Background: an optimization exercise with open tools, aiming at small area and a short achievable clock period. Do not read the settings as production practice. Function was checked by simulation only, so behaviour that the tests miss may differ from the original. No activity file was given, so power comes from the tool's default toggle rates.

==> inputs of v3 <==
==> flow/design.v (excerpt) <==
module SCPU(
    input         clk,
    input         rst,
    input  [31:0] inst,
    input  [31:0] data_in,   
    output [31:0] addr_out,  
    output [31:0] data_out,  
    output [31:0] pc_out,    
    output        mem_write,
    output [31:0] out,
    output [6:0]  exmem_opcode,
    input         cache_resp_stall
    );
==> flow/config.mk <==
export PLATFORM = sky130hd
export DESIGN_NAME = SCPU
export DESIGN_NICKNAME = SCPU
export VERILOG_FILES = /design/flow/design.v
export SDC_FILE = /design/flow/constraint.sdc
export NUM_CORES = 8
export LEC_CHECK = 0
export CAP_MARGIN = 20
export CORE_MARGIN = 2
export CORE_UTILIZATION = 50
export SLEW_MARGIN = 20
export SYNTH_HIERARCHICAL = 1
export SYNTH_MINIMUM_KEEP_SIZE = 0
==> flow/constraint.sdc <==
create_clock -name core_clock -period 10.0 [get_ports {clk}]
set_input_delay 2.0000 -clock core_clock [delete_from_list [all_inputs] [get_ports {clk}]]
set_output_delay 2.0000 -clock core_clock [all_outputs]
set_load 0.01 [all_outputs]
standard.sh (not shown) runs the stock make flow with config.mk's settings and CLKGATE_MAP_FILE= SYNTH_SCRIPT=/design/flow/synth_recipe.tcl, a recipe that flattens the netlist after the stock synthesis.
==> flow/flow/run.sh <==
#!/bin/bash
# Standard layout, with a tighter setup target for timing repair, smaller
# clock buffers and no dummy loads in clock tree synthesis, and plain buffers
# on the ports. Each tool's output goes to a log here.
set -euo pipefail
export SETUP_SLACK_MARGIN=6.5
export BUFFER_PORTS_ARGS="-buffer_cell sky130_fd_sc_hd__buf_2"
export CTS_ARGS="-sink_clustering_enable -repair_clock_nets -dont_use_dummy_load -buf_list {sky130_fd_sc_hd__clkbuf_4 sky130_fd_sc_hd__clkbuf_8}"
bash standard.sh > standard_flow.log 2>&1
==> inputs of v37, as changes to v3 <==
--- a/flow/design.v
+++ b/flow/design.v
@@ -82,17 +82,17 @@
     reg  [31:0] rf [1:31];
     reg  [31:1] rv;           
     reg  [31:0] x20;
     reg  [31:0] mtvec, mepc;
     reg [31:0] e_d1, e_r2, e_imm;
     reg [4:0]  e_rd;
     reg [6:0]  e_op;
     reg        e_we, e_asb, e_mw, e_lui, e_link, e_ld, e_ujmp, e_beq, e_bne,
-               e_jr, e_wmtvec, e_wmepc, e_341, e_ls, e_eqw, e_eqm;
+               e_jr, e_jt, e_wmtvec, e_wmepc, e_341, e_ls, e_eqw, e_eqm;
     reg        e_aR, e_aW, e_aD, e_bR, e_bW, e_bI, e_bS;
     reg        e_sub, e_add, e_addn, e_slt, e_sll, e_srl, e_or, e_and;
     reg [31:0] m_addr, m_res, m_do1, m_dout;
     reg [4:0]  m_rd;
     reg [6:0]  m_op;
     reg        m_we, m_mw, m_ld, m_link, m_jr, m_flagj, m_wmtvec, m_wmepc, m_eq;
     reg [31:0] w_val;
     reg        w_wmtvec, w_wmepc;
@@ -119,16 +119,17 @@
             else if (f3 == 3'b010) aop = 4'b0010;
             else if (f3 == 3'b110) aop = 4'b0110;
         end
         else if (d_b) aop = 4'b1000;
         else if (~(d_r | d_jal | d_jalr | d_sys | d_auipc)) aop = 4'b0000;
     end
     wire d_we  = d_lui | d_r | d_ld | d_i | d_jal | d_jalr | d_csr | d_em | d_auipc;
     wire d_asb = d_ld | d_st | d_i | d_csr | d_mret | d_auipc;
+    wire d1_special = d_auipc | d_em;
     wire [31:1] sel1, sel2;
     genvar gi;
     generate
         for (gi = 1; gi < 32; gi = gi + 1) begin : g_dec
             if (gi == 20) begin : g_x20
                 assign sel1[gi] = rs1 == gi;
                 assign sel2[gi] = rs2 == gi;
             end else begin : g_rf
@@ -142,27 +143,20 @@
         for (gi = 1; gi < 32; gi = gi + 1) begin : g_flat
             if (gi == 20) begin : g_x20
                 assign rflat[32*(gi-1) +: 32] = x20;
             end else begin : g_rf
                 assign rflat[32*(gi-1) +: 32] = rf[gi];
             end
         end
     endgenerate
-    wire [31:0] rv1, rv2;
-    RdPort rp1(.d(rflat), .s(sel1), .y(rv1));
+    wire [31:0] rv2, d1;
+    RdPort1 rp1(.d(rflat), .s(sel1), .kill(d1_special),
+                .x({pcm4, mepc, mtvec}), .xs({d_auipc, d_mret | (d_csrrs & d_341), d_ecall}), .y(d1));
     RdPort rp2(.d(rflat), .s(sel2), .y(rv2));
-    reg [31:0] d1;
-    always @(*) begin
-        if (d_auipc)               d1 = pcm4;
-        else if (d_ecall)          d1 = mtvec;
-        else if (d_mret)           d1 = mepc;
-        else if (d_csrrs & d_341)  d1 = mepc | rv1;
-        else                       d1 = rv1;
-    end
     wire fE  = e_we;
     wire fW  = m_we;
     wire a1  = rs1 == e_rd;
     wire b1  = rs2 == e_rd;
     wire a2  = rs1 == m_rd;
     wire b2  = rs2 == m_rd;
     reg [1:0] fa, fb;
     reg       fls;
@@ -191,37 +185,43 @@
         if (d_auipc) fa = 2'b00;
     end
     wire [31:0] A = ({32{e_aR}} & m_res) | ({32{e_aW}} & w_val) | ({32{e_aD}} & e_d1);
     wire [31:0] B = ({32{e_bR}} & m_res) | ({32{e_bW}} & w_val) |
                     ({32{e_bI}} & e_imm) | ({32{e_bS}} & e_r2);
     wire [31:0] sum;
     Add32 u_add(.a(A), .b(B ^ {32{e_sub}}), .cin(e_sub), .s(sum));
     wire [32:0] as = {1'b0, sum};
-    wire        lt  = (A[31] != B[31]) ? A[31] : as[31];
     wire        eq  = A == B;
     wire [31:0] Arev, shl, shr;
     genvar ri;
     generate
         for (ri = 0; ri < 32; ri = ri + 1) begin : g_rev
             assign Arev[ri] = A[31-ri];
             assign shr[ri]  = shl[31-ri];
         end
     endgenerate
     wire [4:0] shamt;
     Fwd5 u_shamt(.sR(e_bR), .sW(e_bW), .sI(e_bI), .sS(e_bS),
                  .r(m_res[4:0]), .w(w_val[4:0]), .i(e_imm[4:0]), .s(e_r2[4:0]), .y(shamt));
     assign shl = (e_srl ? Arev : A) << shamt;
-    wire [31:0] alu_o = ({32{e_slt}} & {31'b0, lt}) |
-                        ({32{e_sll}} & shl) |
+    wire [31:0] alu_o = ({32{e_sll}} & shl) |
                         ({32{e_srl}} & shr) |
                         ({32{e_or}}  & (A | B)) |
                         ({32{e_and}} & (A & B));
-    wire [31:0] alu = ({32{e_add}} & as[31:0]) | alu_o;
-    wire [31:0] res = ({32{e_addn}} & as[31:0]) | alu_o | ({32{e_lui}} & e_imm);
+    wire        ltd = A[31] ^ B[31];
+    wire        slt_k = e_slt & ~ltd;
+    wire        slt_j = e_slt & ltd & A[31];
+    wire [31:0] alu0 = ({32{e_add}} & as[31:0]) | alu_o;
+    wire [31:0] res0 = ({32{e_addn}} & as[31:0]) | alu_o | ({32{e_lui}} & e_imm);
+    wire        alu_b0, res_b0;
+    LateAo u_lt_a(.a(alu0[0] | slt_j), .b(slt_k), .c(as[31]), .y(alu_b0));
+    LateAo u_lt_r(.a(res0[0] | slt_j), .b(slt_k), .c(as[31]), .y(res_b0));
+    wire [31:0] alu = {alu0[31:1], alu_b0};
+    wire [31:0] res = {res0[31:1], res_b0};
     wire        flagj = e_ujmp | (e_beq & eq) | (e_bne & ~eq);
     wire [31:0] wb_next = m_link ? pcm4 : (m_ld ? data_in : m_res);
     always @(posedge clk) begin
         if (rst) begin
             e_op <= 7'b0;
             e_wmtvec <= 1'b0;
             e_wmepc  <= 1'b0;
             m_wmtvec <= 1'b0;
@@ -252,16 +252,17 @@
             e_mw  <= d_st;
             e_lui <= d_lui;
             e_link <= d_jal | d_jalr | d_em;
             e_ld  <= d_ld;
             e_ujmp <= d_jal | d_jalr | d_em;
             e_beq <= d_b & ((f3 == 3'b000) | (f3 == 3'b111));
             e_bne <= d_b & ~((f3 == 3'b000) | (f3 == 3'b111));
             e_jr  <= d_jalr | d_em;
+            e_jt  <= d_b | d_jal;
             e_341 <= d_341;
             e_aR  <= fa == 2'b10;
             e_aW  <= fa == 2'b01;
             e_aD  <= fa[1] == fa[0];
             e_bR  <= fb == 2'b10;
             e_bW  <= fb == 2'b01;
             e_bI  <= (fb[1] == fb[0]) & d_asb;
             e_bS  <= (fb[1] == fb[0]) & ~d_asb;
@@ -288,35 +289,38 @@
             w_val  <= wb_next;
         end
     end
     wire        n_eq  = run ? e_eqw : m_eq;
     wire [31:0] n_do1 = run ? (e_ls ? m_res : e_r2) : m_do1;
     always @(posedge clk) begin
         m_dout <= n_eq ? w_val : n_do1;
     end
-    wire [31:0] jimm = if_inst[2] ?
-        {{12{if_inst[31]}}, if_inst[19:12], if_inst[20], if_inst[30:21], 1'b0} :
-        {{20{if_inst[31]}}, if_inst[7], if_inst[30:25], if_inst[11:8], 1'b0};
-    wire [31:0] js  = {~(pc[31:2] ^ jimm[31:2]), pc[1:0] ^ jimm[1:0]};
-    wire [31:0] jmj = {pc[31:2] | jimm[31:2], pc[1:0] & jimm[1:0]};
+    wire [31:0] js  = {~(pc[31:3] ^ e_imm[31:3]), pc[2:0] ^ e_imm[2:0]};
+    wire [31:0] jmj = {pc[31:3] | e_imm[31:3], pc[2:0] & e_imm[2:0]};
     wire [31:0] jsum;
     Add32F u_jadd(.a(js), .b({jmj[30:0], 1'b0}), .s(jsum));
     always @(posedge clk) begin
         jf <= m_flagj;
-        if (run & (d_b | d_jal))
+        if (run & e_jt)
             jt <= jsum;
         else if (m_flagj & m_jr)
             jt <= m_addr;
     end
+    wire [31:1] wdec;
+    generate
+        for (gi = 1; gi < 32; gi = gi + 1) begin : g_wdec
+            assign wdec[gi] = run & m_we & (m_rd == gi);
+        end
+    endgenerate
     always @(posedge clk or posedge rst) begin
         if (rst)
             rv <= 31'b0;
-        else if (run & m_we)
-            rv[m_rd] <= 1'b1;
+        else
+            rv <= rv | wdec;
     end
     always @(posedge clk) begin
         if (run & m_we & (m_rd != 5'd20))
             rf[m_rd] <= wb_next;
     end
     always @(posedge clk or posedge rst) begin
         if (rst)
             x20 <= 32'b0;
@@ -358,30 +362,41 @@
 endmodule
 module AddPG(input [31:0] a, input [31:0] b, output [31:0] p, output [31:0] g);
     assign p = a ^ b;
     assign g = a & b;
 endmodule
 module AddTree(input [31:0] p, input [31:0] g, input cin, output [31:0] c);
     wire [31:0] g0 = {g[31:1], g[0] | (p[0] & cin)};
     wire [31:0] g1, p1, g2, p2, g3, p3, g4, p4, g5;
-    PrefixLevel #(.D(1))  l1(.gi(g0), .pi(p),  .go(g1), .po(p1));
-    PrefixLevel #(.D(2))  l2(.gi(g1), .pi(p1), .go(g2), .po(p2));
-    PrefixLevel #(.D(4))  l3(.gi(g2), .pi(p2), .go(g3), .po(p3));
-    PrefixLevel #(.D(8))  l4(.gi(g3), .pi(p3), .go(g4), .po(p4));
-    PrefixLast  #(.D(16)) l5(.gi(g4), .pi(p4), .go(g5));
+    PrefixLevel #(.D(1))  l1(.gh(g0[31:1]),  .ph(p[31:1]),   .gl(g0[30:0]), .pl(p[30:0]),   .go(g1[31:1]),  .po(p1[31:1]));
+    assign g1[0] = g0[0];
+    assign p1[0] = p[0];
+    PrefixLevel #(.D(2))  l2(.gh(g1[31:2]),  .ph(p1[31:2]),  .gl(g1[29:0]), .pl(p1[29:0]),  .go(g2[31:2]),  .po(p2[31:2]));
+    assign g2[1:0] = g1[1:0];
+    assign p2[1:0] = p1[1:0];
+    PrefixLevel #(.D(4))  l3(.gh(g2[31:4]),  .ph(p2[31:4]),  .gl(g2[27:0]), .pl(p2[27:0]),  .go(g3[31:4]),  .po(p3[31:4]));
+    assign g3[3:0] = g2[3:0];
+    assign p3[3:0] = p2[3:0];
+    PrefixLevel #(.D(8))  l4(.gh(g3[31:8]),  .ph(p3[31:8]),  .gl(g3[23:0]), .pl(p3[23:0]),  .go(g4[31:8]),  .po(p4[31:8]));
+    assign g4[7:0] = g3[7:0];
+    assign p4[7:0] = p3[7:0];
+    PrefixLast  l5(.gh(g4[30:16]), .ph(p4[30:16]), .gl(g4[14:0]), .go(g5[30:16]));
+    assign g5[15:0] = g4[15:0];
+    assign g5[31] = 1'b0;
     assign c = {g5[30:0], cin};
 endmodule
-module PrefixLevel #(parameter D = 1) (input [31:0] gi, input [31:0] pi,
-                                       output [31:0] go, output [31:0] po);
-    assign go = gi | (pi & {gi[31-D:0], {D{1'b0}}});
-    assign po = pi & {pi[31-D:0], {D{1'b0}}};
+module PrefixLevel #(parameter D = 1) (input [31:D] gh, input [31:D] ph,
+                                       input [31-D:0] gl, input [31-D:0] pl,
+                                       output [31:D] go, output [31:D] po);
+    assign go = gh | (ph & gl);
+    assign po = ph & pl;
 endmodule
-module PrefixLast #(parameter D = 16) (input [31:0] gi, input [31:0] pi, output [31:0] go);
-    assign go = gi | (pi & {gi[31-D:0], {D{1'b0}}});
+module PrefixLast(input [30:16] gh, input [30:16] ph, input [14:0] gl, output [30:16] go);
+    assign go = gh | (ph & gl);
 endmodule
 module Fwd5(input sR, input sW, input sI, input sS, input [4:0] r, input [4:0] w,
             input [4:0] i, input [4:0] s, output [4:0] y);
     assign y = ({5{sR}} & r) | ({5{sW}} & w) | ({5{sI}} & i) | ({5{sS}} & s);
 endmodule
 module Add32F(input [31:0] a, input [31:0] b, output [31:0] s);
     wire [31:0] p0, g0;
     AddPG u_pg(.a(a), .b(b), .p(p0), .g(g0));
@@ -421,8 +436,29 @@
                 assign g5[i] = g4[i] | (p4[i] & g4[i-16]);
             end else begin : l5b
                 assign g5[i] = g4[i];
             end
         end
     endgenerate
     assign s = p0 ^ {g5[30:0], 1'b0};
 endmodule
+module RdPort1(input [32*31-1:0] d, input [31:1] s, input kill,
+               input [32*3-1:0] x, input [3:1] xs, output [31:0] y);
+    wire [31:0] n [0:10];
+    wire [31:0] nx;
+    genvar g;
+    generate
+        for (g = 0; g < 10; g = g + 1) begin : grp
+            Aoi3 u(.a1(d[32*(3*g) +: 32]),   .b1({32{s[3*g+1]}}),
+                   .a2(d[32*(3*g+1) +: 32]), .b2({32{s[3*g+2]}}),
+                   .a3(d[32*(3*g+2) +: 32]), .b3({32{s[3*g+3]}}), .y(n[g]));
+        end
+    endgenerate
+    assign n[10] = ~(d[32*30 +: 32] & {32{s[31]}});
+    Aoi3 ux(.a1(x[31:0]),  .b1({32{xs[1]}}), .a2(x[63:32]), .b2({32{xs[2]}}),
+            .a3(x[95:64]), .b3({32{xs[3]}}), .y(nx));
+    wire [31:0] r = ~(n[0] & n[1] & n[2] & n[3] & n[4] & n[5] & n[6] & n[7] & n[8] & n[9] & n[10]);
+    assign y = (r & {32{~kill}}) | ~nx;
+endmodule
+module LateAo(input a, input b, input c, output y);
+    assign y = a | (b & c);
+endmodule
==> flow/flow/run.sh (replaced) <==
#!/bin/bash
# Standard layout, with a tighter setup target for timing repair, plain
# buffers on the ports, and sink clusters of up to 24 flip-flops and no dummy
# loads in clock tree synthesis. Each tool's output goes to a log here.
set -euo pipefail
export SETUP_SLACK_MARGIN=6.25
export BUFFER_PORTS_ARGS="-buffer_cell sky130_fd_sc_hd__buf_2"
export CTS_ARGS="-sink_clustering_enable -repair_clock_nets -dont_use_dummy_load -sink_clustering_size 24 -sink_clustering_max_diameter 120"
bash standard.sh > standard_flow.log 2>&1
==> flow/config.mk (replaced) <==
export PLATFORM = sky130hd
export DESIGN_NAME = SCPU
export DESIGN_NICKNAME = SCPU
export VERILOG_FILES = /design/flow/design.v
export SDC_FILE = /design/flow/constraint.sdc
export NUM_CORES = 8
export LEC_CHECK = 0
export CAP_MARGIN = 20
export CORE_MARGIN = 2
export CORE_UTILIZATION = 56
export SLEW_MARGIN = 20
export SYNTH_HIERARCHICAL = 1
export SYNTH_MINIMUM_KEEP_SIZE = 0
==> inputs of v12, as changes to v3 <==
--- a/flow/design.v
+++ b/flow/design.v
@@ -193,31 +193,19 @@
     wire [31:0] A = ({32{e_aR}} & m_res) | ({32{e_aW}} & w_val) | ({32{e_aD}} & e_d1);
     wire [31:0] B = ({32{e_bR}} & m_res) | ({32{e_bW}} & w_val) |
                     ({32{e_bI}} & e_imm) | ({32{e_bS}} & e_r2);
     wire [31:0] sum;
     Add32 u_add(.a(A), .b(B ^ {32{e_sub}}), .cin(e_sub), .s(sum));
     wire [32:0] as = {1'b0, sum};
     wire        lt  = (A[31] != B[31]) ? A[31] : as[31];
     wire        eq  = A == B;
-    wire [31:0] Arev, shl, shr;
-    genvar ri;
-    generate
-        for (ri = 0; ri < 32; ri = ri + 1) begin : g_rev
-            assign Arev[ri] = A[31-ri];
-            assign shr[ri]  = shl[31-ri];
-        end
-    endgenerate
-    wire [4:0] shamt;
-    Fwd5 u_shamt(.sR(e_bR), .sW(e_bW), .sI(e_bI), .sS(e_bS),
-                 .r(m_res[4:0]), .w(w_val[4:0]), .i(e_imm[4:0]), .s(e_r2[4:0]), .y(shamt));
-    assign shl = (e_srl ? Arev : A) << shamt;
     wire [31:0] alu_o = ({32{e_slt}} & {31'b0, lt}) |
-                        ({32{e_sll}} & shl) |
-                        ({32{e_srl}} & shr) |
+                        ({32{e_sll}} & (A << B[4:0])) |
+                        ({32{e_srl}} & (A >> B[4:0])) |
                         ({32{e_or}}  & (A | B)) |
                         ({32{e_and}} & (A & B));
     wire [31:0] alu = ({32{e_add}} & as[31:0]) | alu_o;
     wire [31:0] res = ({32{e_addn}} & as[31:0]) | alu_o | ({32{e_lui}} & e_imm);
     wire        flagj = e_ujmp | (e_beq & eq) | (e_bne & ~eq);
     wire [31:0] wb_next = m_link ? pcm4 : (m_ld ? data_in : m_res);
     always @(posedge clk) begin
         if (rst) begin
@@ -294,17 +282,17 @@
         m_dout <= n_eq ? w_val : n_do1;
     end
     wire [31:0] jimm = if_inst[2] ?
         {{12{if_inst[31]}}, if_inst[19:12], if_inst[20], if_inst[30:21], 1'b0} :
         {{20{if_inst[31]}}, if_inst[7], if_inst[30:25], if_inst[11:8], 1'b0};
     wire [31:0] js  = {~(pc[31:2] ^ jimm[31:2]), pc[1:0] ^ jimm[1:0]};
     wire [31:0] jmj = {pc[31:2] | jimm[31:2], pc[1:0] & jimm[1:0]};
     wire [31:0] jsum;
-    Add32F u_jadd(.a(js), .b({jmj[30:0], 1'b0}), .s(jsum));
+    Add32 u_jadd(.a(js), .b({jmj[30:0], 1'b0}), .cin(1'b0), .s(jsum));
     always @(posedge clk) begin
         jf <= m_flagj;
         if (run & (d_b | d_jal))
             jt <= jsum;
         else if (m_flagj & m_jr)
             jt <= m_addr;
     end
     always @(posedge clk or posedge rst) begin
@@ -358,48 +346,25 @@
 endmodule
 module AddPG(input [31:0] a, input [31:0] b, output [31:0] p, output [31:0] g);
     assign p = a ^ b;
     assign g = a & b;
 endmodule
 module AddTree(input [31:0] p, input [31:0] g, input cin, output [31:0] c);
     wire [31:0] g0 = {g[31:1], g[0] | (p[0] & cin)};
     wire [31:0] g1, p1, g2, p2, g3, p3, g4, p4, g5;
-    PrefixLevel #(.D(1))  l1(.gi(g0), .pi(p),  .go(g1), .po(p1));
-    PrefixLevel #(.D(2))  l2(.gi(g1), .pi(p1), .go(g2), .po(p2));
-    PrefixLevel #(.D(4))  l3(.gi(g2), .pi(p2), .go(g3), .po(p3));
-    PrefixLevel #(.D(8))  l4(.gi(g3), .pi(p3), .go(g4), .po(p4));
-    PrefixLast  #(.D(16)) l5(.gi(g4), .pi(p4), .go(g5));
-    assign c = {g5[30:0], cin};
-endmodule
-module PrefixLevel #(parameter D = 1) (input [31:0] gi, input [31:0] pi,
-                                       output [31:0] go, output [31:0] po);
-    assign go = gi | (pi & {gi[31-D:0], {D{1'b0}}});
-    assign po = pi & {pi[31-D:0], {D{1'b0}}};
-endmodule
-module PrefixLast #(parameter D = 16) (input [31:0] gi, input [31:0] pi, output [31:0] go);
-    assign go = gi | (pi & {gi[31-D:0], {D{1'b0}}});
-endmodule
-module Fwd5(input sR, input sW, input sI, input sS, input [4:0] r, input [4:0] w,
-            input [4:0] i, input [4:0] s, output [4:0] y);
-    assign y = ({5{sR}} & r) | ({5{sW}} & w) | ({5{sI}} & i) | ({5{sS}} & s);
-endmodule
-module Add32F(input [31:0] a, input [31:0] b, output [31:0] s);
-    wire [31:0] p0, g0;
-    AddPG u_pg(.a(a), .b(b), .p(p0), .g(g0));
-    wire [31:0] g1, p1, g2, p2, g3, p3, g4, p4, g5;
     genvar i;
     generate
         for (i = 0; i < 32; i = i + 1) begin : lv
             if (i >= 1) begin : l1
-                assign g1[i] = g0[i] | (p0[i] & g0[i-1]);
-                assign p1[i] = p0[i] & p0[i-1];
+                assign g1[i] = g0[i] | (p[i] & g0[i-1]);
+                assign p1[i] = p[i] & p[i-1];
             end else begin : l1b
                 assign g1[i] = g0[i];
-                assign p1[i] = p0[i];
+                assign p1[i] = p[i];
             end
             if (i >= 2) begin : l2
                 assign g2[i] = g1[i] | (p1[i] & g1[i-2]);
                 assign p2[i] = p1[i] & p1[i-2];
             end else begin : l2b
                 assign g2[i] = g1[i];
                 assign p2[i] = p1[i];
             end
@@ -419,10 +384,10 @@
             end
             if (i >= 16) begin : l5
                 assign g5[i] = g4[i] | (p4[i] & g4[i-16]);
             end else begin : l5b
                 assign g5[i] = g4[i];
             end
         end
     endgenerate
-    assign s = p0 ^ {g5[30:0], 1'b0};
+    assign c = {g5[30:0], cin};
 endmodule
==> flow/run.sh (new file) <==
#!/bin/bash
# synth_recipe.tcl (not shown) runs the flow's synth.tcl, then flattens the netlist and writes it again
# the make line also repeats each setting of config.mk as NAME=value (left out here)
make -C /OpenROAD-flow-scripts/flow DESIGN_CONFIG=/design/flow/config.mk WORK_HOME=/design/flow/orfs CLKGATE_MAP_FILE= SYNTH_SCRIPT=/design/flow/synth_recipe.tcl finish
==> flow/config.mk (replaced) <==
export PLATFORM = sky130hd
export DESIGN_NAME = SCPU
export DESIGN_NICKNAME = SCPU
export VERILOG_FILES = /design/flow/design.v
export SDC_FILE = /design/flow/constraint.sdc
export NUM_CORES = 8
export LEC_CHECK = 0
export CAP_MARGIN = 20
export CORE_MARGIN = 2
export CORE_UTILIZATION = 50
export SETUP_SLACK_MARGIN = 5
export SLEW_MARGIN = 20
export SYNTH_HIERARCHICAL = 1
export SYNTH_MINIMUM_KEEP_SIZE = 0
removed: flow/flow/run.sh
removed: flow/standard.sh
==> notes.md <==
cell area after placement 77,200 sq um; CP Buf/Inv Count 4; Post-CTS Setup Bufs 2; Pwr Total 18,500 uW; multi-input logic area 26,300 sq um; sequential share of power 43.3%; Sw Share 32.7%; status timing/DRC/antenna clean; Non-clock inverters 192
[end of results for v12]
==> notes.md <==
status timing/DRC/antenna clean; Pwr Total 16,000 uW; Non-clock inverters 207; cell area after placement 75,400 sq um; Post-CTS Setup Bufs 50; sequential share of power 50.6%; Sw Share 34.5%; CP Buf/Inv Count 2
[end of results for v37]
==> notes.md <==
fin. max-slew vios 3; Non-clock inverters 190; layout check faults max-capacitance violations, max-slew violations; status complete, but fails checks; sequential share of power 43.2%; max cap viols 1; cell area after placement 76,300 sq um
[end of results for v3]

static timing again, ports no longer ideal:
How much do the figures lean on ideal ports? The routed layouts below were timed once more, with nothing changed but the port constraints. Step 1, drivers: a clkbuf_16 drives clk and a buf_2 each remaining input, both assumed. Step 2 moves the port delays by t, midway between the first and last clock arrival at a register: inputs arrive t later, outputs are due t later. That takes back most of the time a late clock gives input paths. Slacks: no drivers / after step 1 / after step 2; pairs: no drivers / after step 1.
run | shift t [ns] | setup WS [ns] | worst register clock-pin slew, ns
v3 | 0.994 | 6.003 / 6.003 / 5.596 | 0.07 / 0.07
v37 | 0.770 | 6.183 / 6.183 / 5.618 | 0.11 / 0.11
v12 | 0.877 | 5.242 / 5.242 / 4.892 | 0.07 / 0.07
For v37, which loses most, drivers alone change the setup slack by 0.000 ns; drivers and shift together by -0.565 ns.
